Context: an optimization exercise on an open-source flow, tuned for small area and a short achievable clock period. The choices shown serve that exercise and are no tape-out recipe.
Power figures rest on the tool's default switching activity, not on a simulated workload.

==> module dualPortRAM, before the edit <==
module dualPortRAM(clk,rst,wr_en,rd_en,din,wr_add,rd_add,dout);
	input clk,rst;
	input wr_en, rd_en;
	input [5:0] wr_add,rd_add;
	input [7:0] din;
	output reg [7:0] dout;
	reg [7:0] ram [63:0];
	reg [63:0] valid;
	wire [5:0] wa_n, ra_n;
	wire [11:0] wa = {wa_n, wr_add};
	wire [11:0] ra = {ra_n, rd_add};
	reg [7:0] dout_fb;
	wire rd_en_n;
	wire [7:0] whi_n, wlo_n;
	wire [63:0] we;
	wire [7:0] rhi, rlo;
	wire [63:0] rsel;
	genvar g, b, t;
	generate
		for (g = 0; g < 6; g = g + 1) begin : inv
			dp_inv u_wa (.a(wr_add[g]), .y(wa_n[g]));
			dp_inv u_ra (.a(rd_add[g]), .y(ra_n[g]));
		end
		for (g = 0; g < 8; g = g + 1) begin : pre
			dp_nand4 u_whi (.a(wr_en), .b(wa[5 + 6*(1-g/4)]), .c(wa[4 + 6*(1-(g/2)%2)]),
			                .d(wa[3 + 6*(1-g%2)]), .y(whi_n[g]));
			dp_nand3 u_wlo (.a(wa[2 + 6*(1-g/4)]), .b(wa[1 + 6*(1-(g/2)%2)]),
			                .c(wa[0 + 6*(1-g%2)]), .y(wlo_n[g]));
			dp_and4 u_rhi (.a(rd_en), .b(ra[5 + 6*(1-g/4)]), .c(ra[4 + 6*(1-(g/2)%2)]),
			               .d(ra[3 + 6*(1-g%2)]), .y(rhi[g]));
			dp_and3 u_rlo (.a(ra[2 + 6*(1-g/4)]), .b(ra[1 + 6*(1-(g/2)%2)]),
			               .c(ra[0 + 6*(1-g%2)]), .y(rlo[g]));
		end
		for (g = 0; g < 64; g = g + 1) begin : row
			dp_nor2 u_we (.a(whi_n[g/8]), .b(wlo_n[g%8]), .y(we[g]));
			dp_and3 u_rs (.a(rhi[g/8]), .b(rlo[g%8]), .c(valid[g]), .y(rsel[g]));
			always @(posedge clk)
				if (we[g]) ram[g] <= din;
			always @(posedge clk or posedge rst)
				if (rst) valid[g] <= 1'b0;
				else valid[g] <= valid[g] | we[g];
		end
	endgenerate
	wire [7:0] rdata, rdata_fb;
	dp_inv u_rdn (.a(rd_en), .y(rd_en_n));
	generate
		for (b = 0; b < 8; b = b + 1) begin : col
			wire [63:0] d;
			wire [7:0] o;
			for (t = 0; t < 64; t = t + 1) begin : dd
				assign d[t] = ram[t][b];
			end
			for (t = 0; t < 8; t = t + 1) begin : grp
				dp_or8 u (.s(rsel[8*t+7:8*t]), .d(d[8*t+7:8*t]), .y(o[t]));
			end
			dp_fin u_f (.o(o), .h(rd_en_n), .e(dout_fb[b]), .y(rdata[b]), .y2(rdata_fb[b]));
		end
	endgenerate
	always @(posedge clk or posedge rst)
		if (rst) begin
			dout <= 8'd0;
			dout_fb <= 8'd0;
		end
		else begin
			dout <= rdata;
			dout_fb <= rdata_fb;
		end
endmodule
==> module dp_or8, before the edit <==
module dp_or8(input [7:0] s, input [7:0] d, output y);
	assign y = |(s & d);
endmodule
==> module dp_fin, before the edit <==
module dp_fin(input [7:0] o, input h, input e, output y, output y2);
	wire oh;
	wire [2:0] m;
	dp_and2 u_h (.a(h), .b(e), .y(oh));
	dp_nor3 u_m0 (.a(o[0]), .b(o[1]), .c(o[2]), .y(m[0]));
	dp_nor3 u_m1 (.a(o[3]), .b(o[4]), .c(o[5]), .y(m[1]));
	dp_nor3 u_m2 (.a(o[6]), .b(o[7]), .c(oh), .y(m[2]));
	dp_nand3 u_y (.a(m[0]), .b(m[1]), .c(m[2]), .y(y));
	dp_nand3 u_y2 (.a(m[0]), .b(m[1]), .c(m[2]), .y(y2));
endmodule
==> module dp_and2, before the edit <==
module dp_and2(input a, b, output y);
	assign y = a & b;
endmodule
==> flow/config.mk <==
export PLATFORM = sky130hd
export DESIGN_NAME = dualPortRAM
export DESIGN_NICKNAME = dualPortRAM
export VERILOG_FILES = /design/flow/design.v
export SDC_FILE = /design/flow/constraint.sdc
export NUM_CORES = 4
export LEC_CHECK = 0
export CAP_MARGIN = 20
export CORE_MARGIN = 2
export CORE_UTILIZATION = 70
export SETUP_SLACK_MARGIN = 1.8
export SLEW_MARGIN = 20
export SYNTH_HIERARCHICAL = 1
==> flow/constraint.sdc <==
create_clock -name core_clock -period 3.6 [get_ports {clk}]
set_input_delay 0.7200 -clock core_clock [delete_from_list [all_inputs] [get_ports {clk}]]
set_output_delay 0.7200 -clock core_clock [all_outputs]
set_load 0.01 [all_outputs]
standard.sh (not shown) runs the stock make flow with config.mk's settings and CLKGATE_MAP_FILE= SYNTH_SCRIPT=/design/flow/synth_recipe.tcl, a recipe that flattens the netlist after the stock synthesis.
==> flow/flow/run.sh <==
#!/bin/bash
# Standard ORFS layout (the standard.sh), with these changes after synthesis:
#  - ports are buffered with buf_4 instead of the default delay-type buffer
#  - delay cells (clkdlybuf4s*, dlygate4sd*, dlymetal6s*) are not used
#  - repair_timing may change a cell's footprint
#  - after floorplan, flow/size.tcl sets the drive strength of the decoder gates
#  - clock tree: clusters of at most 18 sinks driven by clkbuf_8, no dummy loads
set -euo pipefail
PLATFORM_DONT_USE="sky130_fd_sc_hd__probe_p_8 sky130_fd_sc_hd__probec_p_8 sky130_fd_sc_hd__lpflow_bleeder_1 sky130_fd_sc_hd__lpflow_clkbufkapwr_1 sky130_fd_sc_hd__lpflow_clkbufkapwr_16 sky130_fd_sc_hd__lpflow_clkbufkapwr_2 sky130_fd_sc_hd__lpflow_clkbufkapwr_4 sky130_fd_sc_hd__lpflow_clkbufkapwr_8 sky130_fd_sc_hd__lpflow_clkinvkapwr_1 sky130_fd_sc_hd__lpflow_clkinvkapwr_16 sky130_fd_sc_hd__lpflow_clkinvkapwr_2 sky130_fd_sc_hd__lpflow_clkinvkapwr_4 sky130_fd_sc_hd__lpflow_clkinvkapwr_8 sky130_fd_sc_hd__lpflow_decapkapwr_12 sky130_fd_sc_hd__lpflow_decapkapwr_3 sky130_fd_sc_hd__lpflow_decapkapwr_4 sky130_fd_sc_hd__lpflow_decapkapwr_6 sky130_fd_sc_hd__lpflow_decapkapwr_8 sky130_fd_sc_hd__lpflow_inputiso0n_1 sky130_fd_sc_hd__lpflow_inputiso0p_1 sky130_fd_sc_hd__lpflow_inputiso1n_1 sky130_fd_sc_hd__lpflow_inputiso1p_1 sky130_fd_sc_hd__lpflow_inputisolatch_1 sky130_fd_sc_hd__lpflow_isobufsrc_1 sky130_fd_sc_hd__lpflow_isobufsrc_16 sky130_fd_sc_hd__lpflow_isobufsrc_2 sky130_fd_sc_hd__lpflow_isobufsrc_4 sky130_fd_sc_hd__lpflow_isobufsrc_8 sky130_fd_sc_hd__lpflow_isobufsrckapwr_16 sky130_fd_sc_hd__lpflow_lsbuf_lh_hl_isowell_tap_1 sky130_fd_sc_hd__lpflow_lsbuf_lh_hl_isowell_tap_2 sky130_fd_sc_hd__lpflow_lsbuf_lh_hl_isowell_tap_4 sky130_fd_sc_hd__lpflow_lsbuf_lh_isowell_4 sky130_fd_sc_hd__lpflow_lsbuf_lh_isowell_tap_1 sky130_fd_sc_hd__lpflow_lsbuf_lh_isowell_tap_2 sky130_fd_sc_hd__lpflow_lsbuf_lh_isowell_tap_4 "
EXTRA_DONT_USE="sky130_fd_sc_hd__clkdlybuf4s15_1 sky130_fd_sc_hd__clkdlybuf4s15_2 sky130_fd_sc_hd__clkdlybuf4s18_1 sky130_fd_sc_hd__clkdlybuf4s18_2 sky130_fd_sc_hd__clkdlybuf4s25_1 sky130_fd_sc_hd__clkdlybuf4s25_2 sky130_fd_sc_hd__clkdlybuf4s50_1 sky130_fd_sc_hd__clkdlybuf4s50_2 sky130_fd_sc_hd__dlygate4sd1_1 sky130_fd_sc_hd__dlygate4sd2_1 sky130_fd_sc_hd__dlygate4sd3_1 sky130_fd_sc_hd__dlymetal6s2s_1 sky130_fd_sc_hd__dlymetal6s4s_1 sky130_fd_sc_hd__dlymetal6s6s_1"
bash standard.sh synth > synth.log 2>&1
bash standard.sh DONT_USE_CELLS="$PLATFORM_DONT_USE $EXTRA_DONT_USE" \
  BUFFER_PORTS_ARGS="-buffer_cell sky130_fd_sc_hd__buf_4" \
  MATCH_CELL_FOOTPRINT=0 \
  CTS_ARGS="-sink_clustering_enable -repair_clock_nets -sink_clustering_size 18 -sink_clustering_max_diameter 60 -sink_clustering_buffer sky130_fd_sc_hd__clkbuf_8 -buf_list {sky130_fd_sc_hd__clkbuf_8 sky130_fd_sc_hd__clkbuf_16} -dont_use_dummy_load" \
  POST_FLOORPLAN_TCL="$PWD/flow/size.tcl" finish > layout.log 2>&1
Other scripts of this flow, unchanged in this note and not shown: flow/flow/size.tcl
Change:
--- a/flow/design.v
+++ b/flow/design.v
@@ -44,20 +44,21 @@
 	endgenerate
 	wire [7:0] rdata, rdata_fb;
 	dp_inv u_rdn (.a(rd_en), .y(rd_en_n));
 	generate
 		for (b = 0; b < 8; b = b + 1) begin : col
 			wire [63:0] d;
-			wire [7:0] o;
+			wire [5:0] o;
 			for (t = 0; t < 64; t = t + 1) begin : dd
 				assign d[t] = ram[t][b];
 			end
-			for (t = 0; t < 8; t = t + 1) begin : grp
-				dp_or8 u (.s(rsel[8*t+7:8*t]), .d(d[8*t+7:8*t]), .y(o[t]));
+			for (t = 0; t < 5; t = t + 1) begin : grp
+				dp_or12 u (.s(rsel[12*t+11:12*t]), .d(d[12*t+11:12*t]), .y(o[t]));
 			end
-			dp_fin u_f (.o(o), .h(rd_en_n), .e(dout_fb[b]), .y(rdata[b]), .y2(rdata_fb[b]));
+			dp_or5 u_g5 (.s({rd_en_n, rsel[63:60]}), .d({dout_fb[b], d[63:60]}), .y(o[5]));
+			dp_fin u_f (.o(o), .y(rdata[b]), .y2(rdata_fb[b]));
 		end
 	endgenerate
 	always @(posedge clk or posedge rst)
 		if (rst) begin
 			dout <= 8'd0;
 			dout_fb <= 8'd0;
@@ -82,25 +83,36 @@
 module dp_and3(input a, b, c, output y);
 	assign y = a & b & c;
 endmodule
 module dp_and4(input a, b, c, d, output y);
 	assign y = a & b & c & d;
 endmodule
-module dp_or8(input [7:0] s, input [7:0] d, output y);
+module dp_or12(input [11:0] s, input [11:0] d, output y);
+	wire [3:0] n;
+	genvar i;
+	generate
+		for (i = 0; i < 4; i = i + 1) begin : ao
+			dp_a222oi u (.a1(s[3*i]), .a2(d[3*i]), .b1(s[3*i+1]), .b2(d[3*i+1]),
+			             .c1(s[3*i+2]), .c2(d[3*i+2]), .y(n[i]));
+		end
+	endgenerate
+	dp_nand4 u_y (.a(n[0]), .b(n[1]), .c(n[2]), .d(n[3]), .y(y));
+endmodule
+module dp_a222oi(input a1, a2, b1, b2, c1, c2, output y);
+	assign y = ~((a1 & a2) | (b1 & b2) | (c1 & c2));
+endmodule
+module dp_or5(input [4:0] s, input [4:0] d, output y);
 	assign y = |(s & d);
 endmodule
-module dp_fin(input [7:0] o, input h, input e, output y, output y2);
-	wire oh;
-	wire [2:0] m;
-	dp_and2 u_h (.a(h), .b(e), .y(oh));
+module dp_fin(input [5:0] o, output y, output y2);
+	wire [1:0] m;
 	dp_nor3 u_m0 (.a(o[0]), .b(o[1]), .c(o[2]), .y(m[0]));
 	dp_nor3 u_m1 (.a(o[3]), .b(o[4]), .c(o[5]), .y(m[1]));
-	dp_nor3 u_m2 (.a(o[6]), .b(o[7]), .c(oh), .y(m[2]));
-	dp_nand3 u_y (.a(m[0]), .b(m[1]), .c(m[2]), .y(y));
-	dp_nand3 u_y2 (.a(m[0]), .b(m[1]), .c(m[2]), .y(y2));
+	dp_nand2 u_y (.a(m[0]), .b(m[1]), .y(y));
+	dp_nand2 u_y2 (.a(m[0]), .b(m[1]), .y(y2));
 endmodule
-module dp_and2(input a, b, output y);
-	assign y = a & b;
+module dp_nand2(input a, b, output y);
+	assign y = ~(a & b);
 endmodule
 module dp_nor3(input a, b, c, output y);
 	assign y = ~(a | b | c);
 endmodule
- The new run finished clean
- power hardly moves
- clock-buffer cell count does not change
- maximum frequency came out lower by 15%
- non-clock buffer count came out higher by 20
- clock power is about the same
- cell count came out lower by 5.5%
- wire length came out lower by 1.3%
- via count came out lower by 2.9%
- global-route usage came out higher by 0.55 points
- worst hold slack is worse by 0.13 ns
- cell area came out lower by 3.1%
- area after synthesis came out lower by 2.1%
- die area came out lower by 2.1%
- worst setup slack is worse by 0.35 ns
Function was not checked in any run of this note: the RTL went through the layout flow alone.

==> port drivers added, routing unchanged <==
The flow's constraints put no driver on any port. The routed layouts listed below were extracted and timed again, unchanged, in two steps. Step 1 assumes that a clkbuf_16 drives the clock port and a buf_2 every other input. Step 2 also shifts input and output timing later by t, the mid clock arrival at the registers, as if the neighbouring blocks saw the same clock. Three values: no drivers, after step 1, after step 2; two values: the first two.
run | t, ns | slack for setup (ns) | worst setup path at the end | latest minus earliest clock arrival (ns) | worst data-port slew with drivers (ns)
the first run | 0.557 | 1.642 / 1.619 / 1.062 | input to register | 0.038 / 0.038 | 0.09
the second run | 0.569 | 1.296 / 1.300 / 0.731 | input to register | 0.039 / 0.039 | 0.07
After both steps every run listed still meets setup and hold. The setup slack of the first run, which loses most, moves by -0.023 ns with the drivers and by -0.580 ns with both steps.
